Context: an optimization exercise on an open-source flow, tuned for small area, a short achievable clock period and few clock cycles per item. The choices shown serve that exercise and are no tape-out recipe. In this exercise RTL edits were held to simulation tests only and were not proved equivalent to the original.

## prince_top
module prince_top(
  input [63:0] data,
  input [127:0] key,
  input en_de,
  input clk,
  input rst,
  input start,
  output [63:0] out,
  output done);
  PrinceCore core(.clk(clk), .rst(rst), .start(start), .en_de(en_de), .data(data), .key(key),
                  .out(out), .done(done));
endmodule
For scale: ~1,300 cells after synthesis.
export LEC_CHECK = 0
export CAP_MARGIN = 20
export CORE_MARGIN = 2
export CORE_UTILIZATION = 40
export SETUP_SLACK_MARGIN = 2.75
export SLEW_MARGIN = 20
create_clock -name core_clock -period 5.5 [get_ports {clk}]
standard.sh (not shown) runs the stock make flow with config.mk's settings and CLKGATE_MAP_FILE= SYNTH_SCRIPT=/design/flow/synth_recipe.tcl, a recipe that flattens the netlist after the stock synthesis.
==> flow/flow/run.sh <==
#!/bin/bash
# The standard layout, with the smallest plain buffer (buf_1) as the port buffer instead of
# the delay buffer that buffer_ports picks on its own. Every port still gets its buffer.
export BUFFER_PORTS_ARGS="-buffer_cell sky130_fd_sc_hd__buf_1"
bash standard.sh > standard.log 2>&1
The baseline finished clean.
Testbench counts at the start, summed over its fixed seeds: cycles 28,808, items 2,400.
Then changed:
--- a/flow/config.mk
+++ b/flow/config.mk
@@ -8,5 +8,5 @@
 export CAP_MARGIN = 20
 export CORE_MARGIN = 2
-export CORE_UTILIZATION = 40
-export SETUP_SLACK_MARGIN = 2.75
+export CORE_UTILIZATION = 60
+export SETUP_SLACK_MARGIN = 2.6
 export SLEW_MARGIN = 20
Die area goes down by 33%.
Routed wire length falls by 9.4%.
First-iteration DRC count goes up by 14%.
Clock-buffer cell count fell by 2.
Then changed:
--- a/flow/config.mk
+++ b/flow/config.mk
@@ -8,5 +8,6 @@
 export CAP_MARGIN = 20
 export CORE_MARGIN = 2
-export CORE_UTILIZATION = 60
+export CORE_UTILIZATION = 40
+export GPL_TIMING_DRIVEN = 1
 export SETUP_SLACK_MARGIN = 2.6
 export SLEW_MARGIN = 20
Result:
- core utilization came out lower by 24 points
- setup slack improved by 48 ps
- wire length went up by 8.2%
- die area climbs by 48%
- clock skew grows by 9.1 ps

---

== v24 ==
The RTL this note starts from:
==> flow/design.v <==
module Sbox(
  input [3:0] in,
  output [3:0] out
);
  assign out[0] = (in == 4'h0) | (in == 4'h1) | (in == 4'h2) | (in == 4'h6) | (in == 4'h7) | (in == 4'h9) | (in == 4'hD) | (in == 4'hE);
  assign out[1] = (in == 4'h0) | (in == 4'h1) | (in == 4'h2) | (in == 4'h3) | (in == 4'h4) | (in == 4'h8) | (in == 4'h9) | (in == 4'hC);
  assign out[2] = (in == 4'h1) | (in == 4'h5) | (in == 4'h8) | (in == 4'h9) | (in == 4'hC) | (in == 4'hD) | (in == 4'hE) | (in == 4'hF);
  assign out[3] = (in == 4'h0) | (in == 4'h1) | (in == 4'h4) | (in == 4'h5) | (in == 4'h6) | (in == 4'hA) | (in == 4'hC) | (in == 4'hE);
endmodule
module InvSbox(
  input [3:0] in,
  output [3:0] out
);
  assign out[0] = (in == 4'h0) | (in == 4'h1) | (in == 4'h2) | (in == 4'h4) | (in == 4'h5) | (in == 4'h7) | (in == 4'hC) | (in == 4'hF);
  assign out[1] = (in == 4'h0) | (in == 4'h1) | (in == 4'h2) | (in == 4'h3) | (in == 4'h4) | (in == 4'h8) | (in == 4'h9) | (in == 4'hD);
  assign out[2] = (in == 4'h1) | (in == 4'h4) | (in == 4'h5) | (in == 4'h9) | (in == 4'hA) | (in == 4'hC) | (in == 4'hD) | (in == 4'hE);
  assign out[3] = (in == 4'h0) | (in == 4'h4) | (in == 4'h5) | (in == 4'h6) | (in == 4'h7) | (in == 4'h8) | (in == 4'hD) | (in == 4'hE);
endmodule
module MPrime(
  input [63:0] in,
  output [63:0] out
);
  wire p0 = in[63] ^ in[59] ^ in[55] ^ in[51];
  assign out[63] = p0 ^ in[63];
  assign out[59] = p0 ^ in[51];
  assign out[55] = p0 ^ in[55];
  assign out[51] = p0 ^ in[59];
  wire p1 = in[62] ^ in[58] ^ in[54] ^ in[50];
  assign out[62] = p1 ^ in[58];
  assign out[58] = p1 ^ in[62];
  assign out[54] = p1 ^ in[50];
  assign out[50] = p1 ^ in[54];
  wire p2 = in[61] ^ in[57] ^ in[53] ^ in[49];
  assign out[61] = p2 ^ in[53];
  assign out[57] = p2 ^ in[57];
  assign out[53] = p2 ^ in[61];
  assign out[49] = p2 ^ in[49];
  wire p3 = in[60] ^ in[56] ^ in[52] ^ in[48];
  assign out[60] = p3 ^ in[48];
  assign out[56] = p3 ^ in[52];
  assign out[52] = p3 ^ in[56];
  assign out[48] = p3 ^ in[60];
  wire p4 = in[47] ^ in[43] ^ in[39] ^ in[35];
  assign out[47] = p4 ^ in[35];
  assign out[43] = p4 ^ in[39];
  assign out[39] = p4 ^ in[43];
  assign out[35] = p4 ^ in[47];
  wire p5 = in[46] ^ in[42] ^ in[38] ^ in[34];
  assign out[46] = p5 ^ in[46];
  assign out[42] = p5 ^ in[34];
  assign out[38] = p5 ^ in[38];
  assign out[34] = p5 ^ in[42];
  wire p6 = in[45] ^ in[41] ^ in[37] ^ in[33];
  assign out[45] = p6 ^ in[41];
  assign out[41] = p6 ^ in[45];
  assign out[37] = p6 ^ in[33];
  assign out[33] = p6 ^ in[37];
  wire p7 = in[44] ^ in[40] ^ in[36] ^ in[32];
  assign out[44] = p7 ^ in[36];
  assign out[40] = p7 ^ in[40];
  assign out[36] = p7 ^ in[44];
  assign out[32] = p7 ^ in[32];
  wire p8 = in[31] ^ in[27] ^ in[23] ^ in[19];
  assign out[31] = p8 ^ in[19];
  assign out[27] = p8 ^ in[23];
  assign out[23] = p8 ^ in[27];
  assign out[19] = p8 ^ in[31];
  wire p9 = in[30] ^ in[26] ^ in[22] ^ in[18];
  assign out[30] = p9 ^ in[30];
  assign out[26] = p9 ^ in[18];
  assign out[22] = p9 ^ in[22];
  assign out[18] = p9 ^ in[26];
  wire p10 = in[29] ^ in[25] ^ in[21] ^ in[17];
  assign out[29] = p10 ^ in[25];
  assign out[25] = p10 ^ in[29];
  assign out[21] = p10 ^ in[17];
  assign out[17] = p10 ^ in[21];
  wire p11 = in[28] ^ in[24] ^ in[20] ^ in[16];
  assign out[28] = p11 ^ in[20];
  assign out[24] = p11 ^ in[24];
  assign out[20] = p11 ^ in[28];
  assign out[16] = p11 ^ in[16];
  wire p12 = in[15] ^ in[11] ^ in[7] ^ in[3];
  assign out[15] = p12 ^ in[15];
  assign out[11] = p12 ^ in[3];
  assign out[7] = p12 ^ in[7];
  assign out[3] = p12 ^ in[11];
  wire p13 = in[14] ^ in[10] ^ in[6] ^ in[2];
  assign out[14] = p13 ^ in[10];
  assign out[10] = p13 ^ in[14];
  assign out[6] = p13 ^ in[2];
  assign out[2] = p13 ^ in[6];
  wire p14 = in[13] ^ in[9] ^ in[5] ^ in[1];
  assign out[13] = p14 ^ in[5];
  assign out[9] = p14 ^ in[9];
  assign out[5] = p14 ^ in[13];
  assign out[1] = p14 ^ in[1];
  wire p15 = in[12] ^ in[8] ^ in[4] ^ in[0];
  assign out[12] = p15 ^ in[0];
  assign out[8] = p15 ^ in[4];
  assign out[4] = p15 ^ in[8];
  assign out[0] = p15 ^ in[12];
endmodule
module PrinceCore(
  input clk,
  input rst,
  input start,
  input en_de,
  input [63:0] data,
  input [127:0] key,
  output [63:0] out,
  output reg done
);
  reg idle, h, fwd, last;
  reg [2:0] m;
  reg [63:0] st;
  reg idle_n, h_n;
  reg [2:0] m_n;
  always @(*) begin
    idle_n = idle; h_n = h; m_n = m;
    if (rst) begin
      idle_n = 1'b1; h_n = 1'b0; m_n = 3'd0;
    end else if (idle) begin
      if (start) begin idle_n = 1'b0; m_n = 3'd1; end
    end else if (!h) begin
      if (m == 3'd5) h_n = 1'b1;
      else m_n = m + 3'd1;
    end else begin
      if (m == 3'd0) begin idle_n = 1'b1; h_n = 1'b0; end
      else m_n = m - 3'd1;
    end
  end
  wire [63:0] k0 = key[127:64];
  wire [63:0] k1 = key[63:0];
  wire [63:0] k0p = {k0[0], k0[63:2], k0[1] ^ k0[63]};
  wire use_k0 = (idle & en_de) | (last & ~en_de);
  wire use_k0p = (idle & ~en_de) | (last & en_de);
  wire [63:0] wk = ({64{use_k0}} & k0) | ({64{use_k0p}} & k0p);
  wire [63:0] alpha = 64'hc0ac29b7c97c50dd;
  reg [63:0] rct;
  always @(*) begin
    rct = 64'h0;
    if (m == 3'd1) rct = 64'h13198a2e03707344;
    if (m == 3'd2) rct = 64'ha4093822299f31d0;
    if (m == 3'd3) rct = 64'h082efa98ec4e6c89;
    if (m == 3'd4) rct = 64'h452821e638d01377;
    if (m == 3'd5) rct = 64'hbe5466cf34e90c6c;
  end
  wire ax = ~(h ^ en_de);
  wire [63:0] kk = k1 ^ rct ^ ({64{ax}} & alpha) ^ wk;
  wire [63:0] s1, a, mo, s2, b, x;
  genvar i;
  generate for (i = 0; i < 16; i = i + 1) begin : g
    Sbox s(.in(st[4*i+3:4*i]), .out(s1[4*i+3:4*i]));
    InvSbox si(.in(mo[4*i+3:4*i]), .out(s2[4*i+3:4*i]));
  end endgenerate
  wire [63:0] st_sri = {st[63:60], st[11:8], st[23:20], st[35:32], st[47:44], st[59:56], st[7:4], st[19:16], st[31:28], st[43:40], st[55:52], st[3:0], st[15:12], st[27:24], st[39:36], st[51:48]};
  assign a = fwd ? s1 : st_sri;
  MPrime mp(.in(a), .out(mo));
  wire [63:0] m_sr = {mo[63:60], mo[43:40], mo[23:20], mo[3:0], mo[47:44], mo[27:24], mo[7:4], mo[51:48], mo[31:28], mo[11:8], mo[55:52], mo[35:32], mo[15:12], mo[59:56], mo[39:36], mo[19:16]};
  assign b = h ? s2 : m_sr;
  assign x = idle ? data : b;
  always @(posedge clk) begin
    idle <= idle_n;
    h <= h_n;
    m <= m_n;
    fwd <= !idle_n && (!h_n || m_n == 3'd5);
    last <= !idle_n && h_n && m_n == 3'd0;
    if (rst) done <= 1'b0;
    else done <= last;
    st <= x ^ kk;
  end
  assign out = st;
endmodule
module prince_top(
  input [63:0] data,
  input [127:0] key,
  input en_de,
  input clk,
  input rst,
  input start,
  output [63:0] out,
  output done);
  PrinceCore core(.clk(clk), .rst(rst), .start(start), .en_de(en_de), .data(data), .key(key),
                  .out(out), .done(done));
endmodule
clock: 5.5 ns
lec_check: 0
cap_margin: 20
core_margin: 2
core_utilization: 40
cts_buf_list: sky130_fd_sc_hd__clkbuf_4 sky130_fd_sc_hd__clkbuf_8
cts_cluster_size: 24
setup_slack_margin: 2.6
slew_margin: 20
Scripts as last shown in full above: flow/flow/run.sh
Testbench counts of v24, summed over its fixed seeds: cycles 28,808, items 2,400.
Input-level comparison between v46 and v24:
Settings: CTS_CLUSTER_SIZE no longer set, was 24; CAP_MARGIN now 5, was 20; CTS_BUF_LIST no longer set, was sky130_fd_sc_hd__clkbuf_4 sky130_fd_sc_hd__clkbuf_8; SLEW_MARGIN now 5, was 20.
## What came out
Of v46 and v24, it is v46 that has the higher total number of nets in the final design.
Compared with v24, v46 shows routed length on met2 that has gone down slightly.
The higher area added between synthesis and finish came out of v46.
Between v46 and v24, it is v46 whose global-route usage is higher, by 0.23 points.
Input changes introduced in v48 (baseline for comparison: v46):
Settings: a change of SLEW_MARGIN from 5 to 20; a change of CAP_MARGIN from 5 to 20; an added PLACE_DENSITY of 0.75.
### Flow results
v48 does better than v46 on tightest slew margin relative to the limit.
Summary — first-iteration DRC count, v48 relative to v46: higher, by 9.3%.
Count of clock-buffer cells in the layout, v48 and v46: smaller value in v46
Going from v46 to v48, routed wire length saw a decrease, shortest period the worst path allows moved up.
Setup changes, v48 to v35
Settings: PLACE_DENSITY: 0.75 -> unset; SETUP_SLACK_MARGIN: 2.6 -> 2.7.
==> results.txt <==
v48 → v35: count of placed standard cells in the final layout, fillers left out now sits higher.
v35 ends up with lower total met3 wirelength after detailed routing than v48 does.
The post-layout instance area in v35 sits about 3.5% above the value recorded for v48.
Share of cells above drive strength 1 in v35 vs v48: up 3.6 points
Of v48 and v35, v48 shows the lower detailed-route wire length per cell, with v35 above it.
Inputs modified between v35 and v28:
Settings: swapping 2.7 for 2.6 in SETUP_SLACK_MARGIN; putting CTS_CLUSTER_SIZE at 16 where nothing was set; putting CTS_BUF_LIST at sky130_fd_sc_hd__clkbuf_8 where nothing was set.
v28 finished every step from synthesis to the final layout, and the layout passed the timing, DRC and antenna checks. v28 has largest fanout of any net on the critical path below what v35 had. Delta (v28 minus v35): worst path setup slack after routing went down 0.057 ns, cell area saw a decrease. v28 vs v35 — wire length of the first global-routing pass dropped slightly. Compared to v35, v28 has sum of routed wire length over all layers about 2.2% lower.
#### Input delta (v10 over v28)
Settings: CTS_BUF_LIST removed (was sky130_fd_sc_hd__clkbuf_8); CTS_CLUSTER_SIZE removed (was 16); SETUP_SLACK_MARGIN changed from 2.6 to 3.0.
Notes after the runs:
Having completed the whole flow, v28 delivered a layout that passed the timing, DRC and antenna checks. Looking at the reports, v10 completed the entire flow and the layout it produced met the timing, DRC and antenna checks. When the final numbers for v10 and v28 were put side by side, the placement-stage worst setup slack turned out to be greater in v28. Compared with v28, v10 shows a final worst-path setup slack that is 0.14 ns higher. On wire length of the first global-routing pass, v28 beats v10. Between v28 and v10, maximum clock rate increased. Of v10 and v28, v28 shows the lower overall via count from detail_route, with v10 above it. Final cell count: v10 > v28. Relative to v28, the final cell area reported for v10 is higher. On count of clock-buffer cells in the layout: between v10 and v28, it ends up higher for v10.

==> re-timing with driven ports <==
No port has a modelled driver above. Below, the same layouts with a new extraction and two added sets of constraints. Step 1: set_driving_cell puts a clkbuf_16 on clk and a buf_2 on each other input, an assumption about the parent block. Step 2, shift: input delay + t, output delay - t, t = (earliest + latest rising clock arrival at the registers) / 2. This alone moves slack from input paths to output paths. Three values: ideal ports, drivers, drivers and shift; two values: the first two.
| run | shift t [ns] | setup slack, ns | latest minus earliest clock arrival (ns) |
|---|---|---|---|
| the first run of note 1 | 0.401 | 2.765 / 2.765 / 2.442 | 0.009 / 0.009 |
| the second run of note 1 | 0.397 | 2.609 / 2.609 / 2.294 | 0.008 / 0.007 |
| the third run of note 1 | 0.406 | 2.657 / 2.657 / 2.373 | 0.017 / 0.017 |
| v24 | 0.436 | 2.643 / 2.643 / 2.365 | 0.028 / 0.027 |
| v46 | 0.406 | 2.657 / 2.657 / 2.373 | 0.017 / 0.017 |
| v48 | 0.406 | 2.522 / 2.551 / 2.145 | 0.010 / 0.010 |
| v35 | 0.393 | 2.700 / 2.700 / 2.326 | 0.009 / 0.009 |
| v28 | 0.436 | 2.643 / 2.643 / 2.365 | 0.028 / 0.027 |
| v10 | 0.409 | 2.779 / 2.779 / 2.534 | 0.013 / 0.012 |
After both steps every run listed still meets setup and hold. For v48, which loses most, drivers alone change the setup slack by +0.029 ns; drivers and shift together by -0.377 ns.
